Context: an optimization exercise on an open-source flow, tuned for a short achievable clock period and few clock cycles. The choices shown serve that exercise and are no tape-out recipe.
Where RTL was checked, it was by simulation tests only, not by an equivalence proof against the original.

==> inputs of run M <==
## mips
module mips(input clk,
	    input rst,
	    output [31:0] pc,
	    input  [31:0] instr,
	    output [6:0]  dmem_addr,
	    input  [31:0] dmem_rdata,
	    output        wb_en,
	    output [4:0]  wb_reg,
	    output [31:0] wb_data
 );
==> module mips, before the edit <==
module mips(input clk,
	    input rst,
	    output [31:0] pc,
	    input  [31:0] instr,
	    output [6:0]  dmem_addr,
	    input  [31:0] dmem_rdata,
	    output        wb_en,
	    output [4:0]  wb_reg,
	    output [31:0] wb_data
 );
reg [31:0] pc_f;
reg [31:0] ras;
reg        v_d;
reg [31:0] ir_d;
reg [31:1] rsoh_d, rtoh_d;
reg [31:0] pc_d, pc1_d;
reg [31:0] pred_d;
reg        wen_e;
reg [4:0]  dest_e;
reg [31:0] a_e, b_e, btgt_e;
reg        fa_e, fb_e;
reg        add_e, sub_e, and_e, or_e, slt_e, passb_e, ld_e, beq_e, jr_e;
reg [6:0]  daddr;
reg        wen_w;
reg [4:0]  dest_w;
reg [31:0] data_w;
reg [31:0] rf [1:31];
wire [5:0] op_d = ir_d[31:26];
wire [4:0] rs_d = ir_d[25:21];
wire [4:0] rt_d = ir_d[20:16];
wire [4:0] rd_d = ir_d[15:11];
wire [5:0] fn_d = ir_d[5:0];
wire [31:0] imm_d = {{16{ir_d[15]}}, ir_d[15:0]};
wire r_d    = (op_d == 6'b000000);
wire lw_d   = (op_d == 6'b100011);
wire addi_d = (op_d == 6'b001000);
wire andi_d = (op_d == 6'b001100);
wire ori_d  = (op_d == 6'b001101);
wire beq_d  = (op_d == 6'b000100);
wire jr_d   = (op_d == 6'b100000);
wire jal_d  = (op_d == 6'b111000);
wire radd_d = r_d & ((fn_d == 6'b100000) | (fn_d == 6'b011000));
wire rsub_d = r_d & (fn_d == 6'b100010);
wire rand_d = r_d & ((fn_d == 6'b100100) | (fn_d == 6'b001100));
wire ror_d  = r_d & ((fn_d == 6'b100101) | (fn_d == 6'b001101));
wire rslt_d = r_d & (fn_d == 6'b101010);
wire rok_d  = radd_d | rsub_d | rand_d | ror_d | rslt_d;
wire immop_d = addi_d | andi_d | ori_d;
wire [4:0] dest_d = rok_d ? rd_d :
                    (lw_d | immop_d) ? rt_d :
                    jal_d ? 5'd31 : 5'd0;
wire wen_d = v_d & (dest_d != 5'd0);
reg [31:0] rfa, rfb;
integer k;
always @(*) begin
	rfa = 32'd0;
	rfb = 32'd0;
	for (k = 1; k < 32; k = k + 1) begin
		rfa = rfa | ({32{rsoh_d[k]}} & rf[k]);
		rfb = rfb | ({32{rtoh_d[k]}} & rf[k]);
	end
end
wire [31:0] va_d = (wen_w && dest_w == rs_d) ? data_w : rfa;
wire [31:0] vb_d = (wen_w && dest_w == rt_d) ? data_w : rfb;
wire [31:0] A = fa_e ? data_w : a_e;
wire [31:0] B = fb_e ? data_w : b_e;
wire [31:0] sum  = A + B;
wire [31:0] diff = A - B;
wire        lt   = A < B;
wire        eq   = (A == B);
wire [31:0] res = ({32{add_e}}   & sum)
                | ({32{sub_e}}   & diff)
                | ({32{and_e}}   & (A & B))
                | ({32{or_e}}    & (A | B))
                | {31'd0, slt_e & lt}
                | ({32{passb_e}} & B)
                | ({32{ld_e}}    & dmem_rdata);
wire [6:0] res7 = ({7{add_e}}   & sum[6:0])
                | ({7{sub_e}}   & diff[6:0])
                | ({7{and_e}}   & (A[6:0] & B[6:0]))
                | ({7{or_e}}    & (A[6:0] | B[6:0]))
                | ({7{passb_e}} & B[6:0]);
wire redirect_e = (beq_e & eq) | (jr_e & ~eq);
wire [31:0] target = jr_e ? A : btgt_e;
wire afwd_d = wen_e & (dest_e == rs_d);
wire redirect_d = v_d & lw_d & afwd_d & (ld_e | slt_e);
wire [31:0] pc1_f = pc_f + 32'd1;
wire [5:0]  op_f  = instr[31:26];
wire        j_f   = (op_f == 6'b110000) | (op_f == 6'b111000);
wire        jal_f = (op_f == 6'b111000);
wire        jr_f  = (op_f == 6'b100000);
wire        keep_f = ~redirect_e & ~redirect_d;
wire [31:0] base   = redirect_e ? target : redirect_d ? pc_d : pc1_f;
wire        sel_j  = keep_f & j_f;
wire        sel_jr = keep_f & jr_f;
wire        sel_b  = ~sel_j & ~sel_jr;
wire [31:0] next_pc = ({32{sel_j}}  & {pc1_f[31:26], instr[25:0]})
                    | ({32{sel_jr}} & ras)
                    | ({32{sel_b}}  & base);
wire go = v_d & keep_f;
integer i;
always @(posedge clk) begin
	if (rst) begin
		pc_f  <= 32'd0;
		ras   <= 32'd0;
		v_d   <= 1'b0;
		wen_e <= 1'b0;
		beq_e <= 1'b0;
		jr_e  <= 1'b0;
		wen_w <= 1'b0;
	end else begin
		pc_f <= next_pc;
		if (jal_f)
			ras <= pc1_f;
		v_d   <= keep_f;
		wen_e <= go & wen_d;
		beq_e <= go & beq_d;
		jr_e  <= go & jr_d;
		wen_w <= wen_e;
	end
end
always @(posedge clk) begin
	ir_d    <= instr;
	rsoh_d  <= 32'd1 << instr[25:21] >> 1;
	rtoh_d  <= 32'd1 << instr[20:16] >> 1;
	pc_d    <= pc_f;
	pc1_d   <= pc1_f;
	pred_d  <= ras;
	dest_e  <= dest_d;
	a_e     <= va_d;
	b_e     <= immop_d ? imm_d : jal_d ? pc1_d : jr_d ? pred_d : vb_d;
	btgt_e  <= pc1_d + imm_d;
	fa_e    <= afwd_d;
	fb_e    <= wen_e & (dest_e == rt_d) & ~immop_d & ~jal_d & ~jr_d;
	add_e   <= radd_d | addi_d;
	sub_e   <= rsub_d;
	and_e   <= rand_d | andi_d;
	or_e    <= ror_d | ori_d;
	slt_e   <= rslt_d;
	passb_e <= jal_d;
	ld_e    <= lw_d;
	daddr   <= (afwd_d ? res7 : va_d[6:0]) + imm_d[6:0];
	dest_w  <= dest_e;
	data_w  <= res;
end
always @(posedge clk) begin
	if (rst) begin
		for (i = 1; i < 32; i = i + 1)
			rf[i] <= 32'd0;
	end else if (wen_w)
		rf[dest_w] <= data_w;
end
assign pc        = pc_f;
assign dmem_addr = daddr;
assign wb_en     = wen_w;
assign wb_reg    = dest_w;
assign wb_data   = data_w;
endmodule
clock: 9.0 ns
lec_check: 0
abc_clock_period_in_ps: 2000
cap_margin: 20
core_margin: 2
core_utilization: 40
slew_margin: 20
standard.sh (not shown) runs the stock make flow with config.mk's settings and CLKGATE_MAP_FILE= SYNTH_SCRIPT=/design/flow/synth_recipe.tcl, a recipe that flattens the netlist after the stock synthesis.
==> flow/flow/run.sh <==
#!/bin/bash
# Standard layout, with timing repair aimed well below the 9 ns clock so the
# paths are made as short as the tools can. Each tool's output goes to a log here.
set -euo pipefail
bash standard.sh SETUP_SLACK_MARGIN=${MARGIN:-6.6} finish > standard.log 2>&1
==> run H: changes against run M <==
--- a/flow/design.v
+++ b/flow/design.v
@@ -14,4 +14,3 @@
 reg [31:0] ir_d;
-reg [31:1] rsoh_d, rtoh_d;
-reg [31:0] pc_d, pc1_d;
+reg [31:0] pc1_d;
 reg [31:0] pred_d;
@@ -52,14 +51,7 @@
 wire wen_d = v_d & (dest_d != 5'd0);
-reg [31:0] rfa, rfb;
-integer k;
-always @(*) begin
-	rfa = 32'd0;
-	rfb = 32'd0;
-	for (k = 1; k < 32; k = k + 1) begin
-		rfa = rfa | ({32{rsoh_d[k]}} & rf[k]);
-		rfb = rfb | ({32{rtoh_d[k]}} & rf[k]);
-	end
-end
+wire [31:0] rfa = (rs_d == 5'd0) ? 32'd0 : rf[rs_d];
+wire [31:0] rfb = (rt_d == 5'd0) ? 32'd0 : rf[rt_d];
 wire [31:0] va_d = (wen_w && dest_w == rs_d) ? data_w : rfa;
 wire [31:0] vb_d = (wen_w && dest_w == rt_d) ? data_w : rfb;
+wire stall = v_d & lw_d & wen_e & (dest_e == rs_d);
 wire [31:0] A = fa_e ? data_w : a_e;
@@ -77,11 +69,4 @@
                 | ({32{ld_e}}    & dmem_rdata);
-wire [6:0] res7 = ({7{add_e}}   & sum[6:0])
-                | ({7{sub_e}}   & diff[6:0])
-                | ({7{and_e}}   & (A[6:0] & B[6:0]))
-                | ({7{or_e}}    & (A[6:0] | B[6:0]))
-                | ({7{passb_e}} & B[6:0]);
-wire redirect_e = (beq_e & eq) | (jr_e & ~eq);
+wire redirect = (beq_e & eq) | (jr_e & ~eq);
 wire [31:0] target = jr_e ? A : btgt_e;
-wire afwd_d = wen_e & (dest_e == rs_d);
-wire redirect_d = v_d & lw_d & afwd_d & (ld_e | slt_e);
 wire [31:0] pc1_f = pc_f + 32'd1;
@@ -91,11 +76,7 @@
 wire        jr_f  = (op_f == 6'b100000);
-wire        keep_f = ~redirect_e & ~redirect_d;
-wire [31:0] base   = redirect_e ? target : redirect_d ? pc_d : pc1_f;
-wire        sel_j  = keep_f & j_f;
-wire        sel_jr = keep_f & jr_f;
-wire        sel_b  = ~sel_j & ~sel_jr;
-wire [31:0] next_pc = ({32{sel_j}}  & {pc1_f[31:26], instr[25:0]})
-                    | ({32{sel_jr}} & ras)
-                    | ({32{sel_b}}  & base);
-wire go = v_d & keep_f;
+wire [31:0] npc_f = stall ? pc_f :
+                    j_f   ? {pc1_f[31:26], instr[25:0]} :
+                    jr_f  ? ras : pc1_f;
+wire [31:0] next_pc = redirect ? target : npc_f;
+wire go = v_d & ~stall & ~redirect;
 integer i;
@@ -112,5 +93,8 @@
 		pc_f <= next_pc;
-		if (jal_f)
+		if (jal_f & ~stall)
 			ras <= pc1_f;
-		v_d   <= keep_f;
+		if (redirect)
+			v_d <= 1'b0;
+		else if (~stall)
+			v_d <= 1'b1;
 		wen_e <= go & wen_d;
@@ -122,8 +106,7 @@
 always @(posedge clk) begin
-	ir_d    <= instr;
-	rsoh_d  <= 32'd1 << instr[25:21] >> 1;
-	rtoh_d  <= 32'd1 << instr[20:16] >> 1;
-	pc_d    <= pc_f;
-	pc1_d   <= pc1_f;
-	pred_d  <= ras;
+	if (~stall) begin
+		ir_d   <= instr;
+		pc1_d  <= pc1_f;
+		pred_d <= ras;
+	end
 	dest_e  <= dest_d;
@@ -132,3 +115,3 @@
 	btgt_e  <= pc1_d + imm_d;
-	fa_e    <= afwd_d;
+	fa_e    <= wen_e & (dest_e == rs_d);
 	fb_e    <= wen_e & (dest_e == rt_d) & ~immop_d & ~jal_d & ~jr_d;
@@ -141,3 +124,3 @@
 	ld_e    <= lw_d;
-	daddr   <= (afwd_d ? res7 : va_d[6:0]) + imm_d[6:0];
+	daddr   <= va_d[6:0] + imm_d[6:0];
 	dest_w  <= dest_e;
==> flow/run.sh (new file) <==
#!/bin/bash
# synth_recipe.tcl (not shown) runs the flow's synth.tcl, then flattens the netlist and writes it again
# the make line also repeats each setting of config.mk as NAME=value (left out here)
make -C /OpenROAD-flow-scripts/flow DESIGN_CONFIG=/design/flow/config.mk WORK_HOME=/design/flow/orfs CLKGATE_MAP_FILE= SYNTH_SCRIPT=/design/flow/synth_recipe.tcl finish
SETUP_SLACK_MARGIN = 5   (was default)
removed: flow/flow/run.sh
removed: flow/standard.sh
==> qor summary <==
| item | run H | run M |
|---|---|---|
| Result of the run | finished clean | aborted with a tool error |
| Failing step | - | global routing (5_1_grt) |
| Number of core rows | 157 | 151 |
| Post-place instance area | 77,600 um2 | 72,600 um2 |
| Mean post-synth cell area | 13.5 um2 | 11.2 um2 |
| Post-synthesis instance area | 73,700 um2 | 68,100 um2 |
| Die Width | 433 um | 417 um |
| Placed cells | 7,698 | 8,123 |
| Yosys cell types | 90 | 72 |
| Post-synth EDFFs | 1,120 | 992 |
| Synthesis-stage register bit count | 1,353 | 1,405 |
| Compound-cell area share of the yosys netlist | 6.65% | 18.1% |
| Fraction of the yosys area taken by sequential cells | 52.0% | 55.9% |
| Post-placement setup slack | 3.37 ns | 3.85 ns |
| Post-synthesis net count | 5,667 | 6,296 |
| Area share of fa/ha/maj cells after synthesis | 2.54% | 2.58% |
| Count leader, synth | sky130_fd_sc_hd__edfxtp_1 | sky130_fd_sc_hd__and2_1 |
| Vert. Die Dim | 433 um | 417 um |
Testbench counts of run H, summed over its fixed seeds: cycles 17,918.
Function not checked in run M: the RTL went through the layout flow alone.

## port drivers added, routing unchanged
How much do the figures lean on ideal ports? The routed layout below was timed once more, with nothing changed but the port constraints. Step 1 (the two cells are an assumption about what drives the block):
set clk [get_ports {clk}]
set_driving_cell -lib_cell sky130_fd_sc_hd__clkbuf_16 $clk
set_driving_cell -lib_cell sky130_fd_sc_hd__buf_2 [delete_from_list [all_inputs] $clk]
Step 2 adds t to the input delays and takes it off the output delays; t is the mean of the earliest and latest rising clock arrival at the registers after step 1. Input paths then give back, and output paths get back, about the clock's delay inside the block. Slacks: ideal ports / drivers / drivers and shift; pairs: ideal ports / drivers.
run: run H
shift t [ns]: 0.877
setup WS [ns]: 4.918 / 4.918 / 4.185
worst hold slack (ns): 0.404 / 0.404 / 0.404
worst setup path after step 2: input to register
worst data-port slew with drivers (ns): 0.07
After both steps run H still meets setup and hold. The setup slack of run H moves by 0.000 ns with the drivers and by -0.733 ns with both steps.
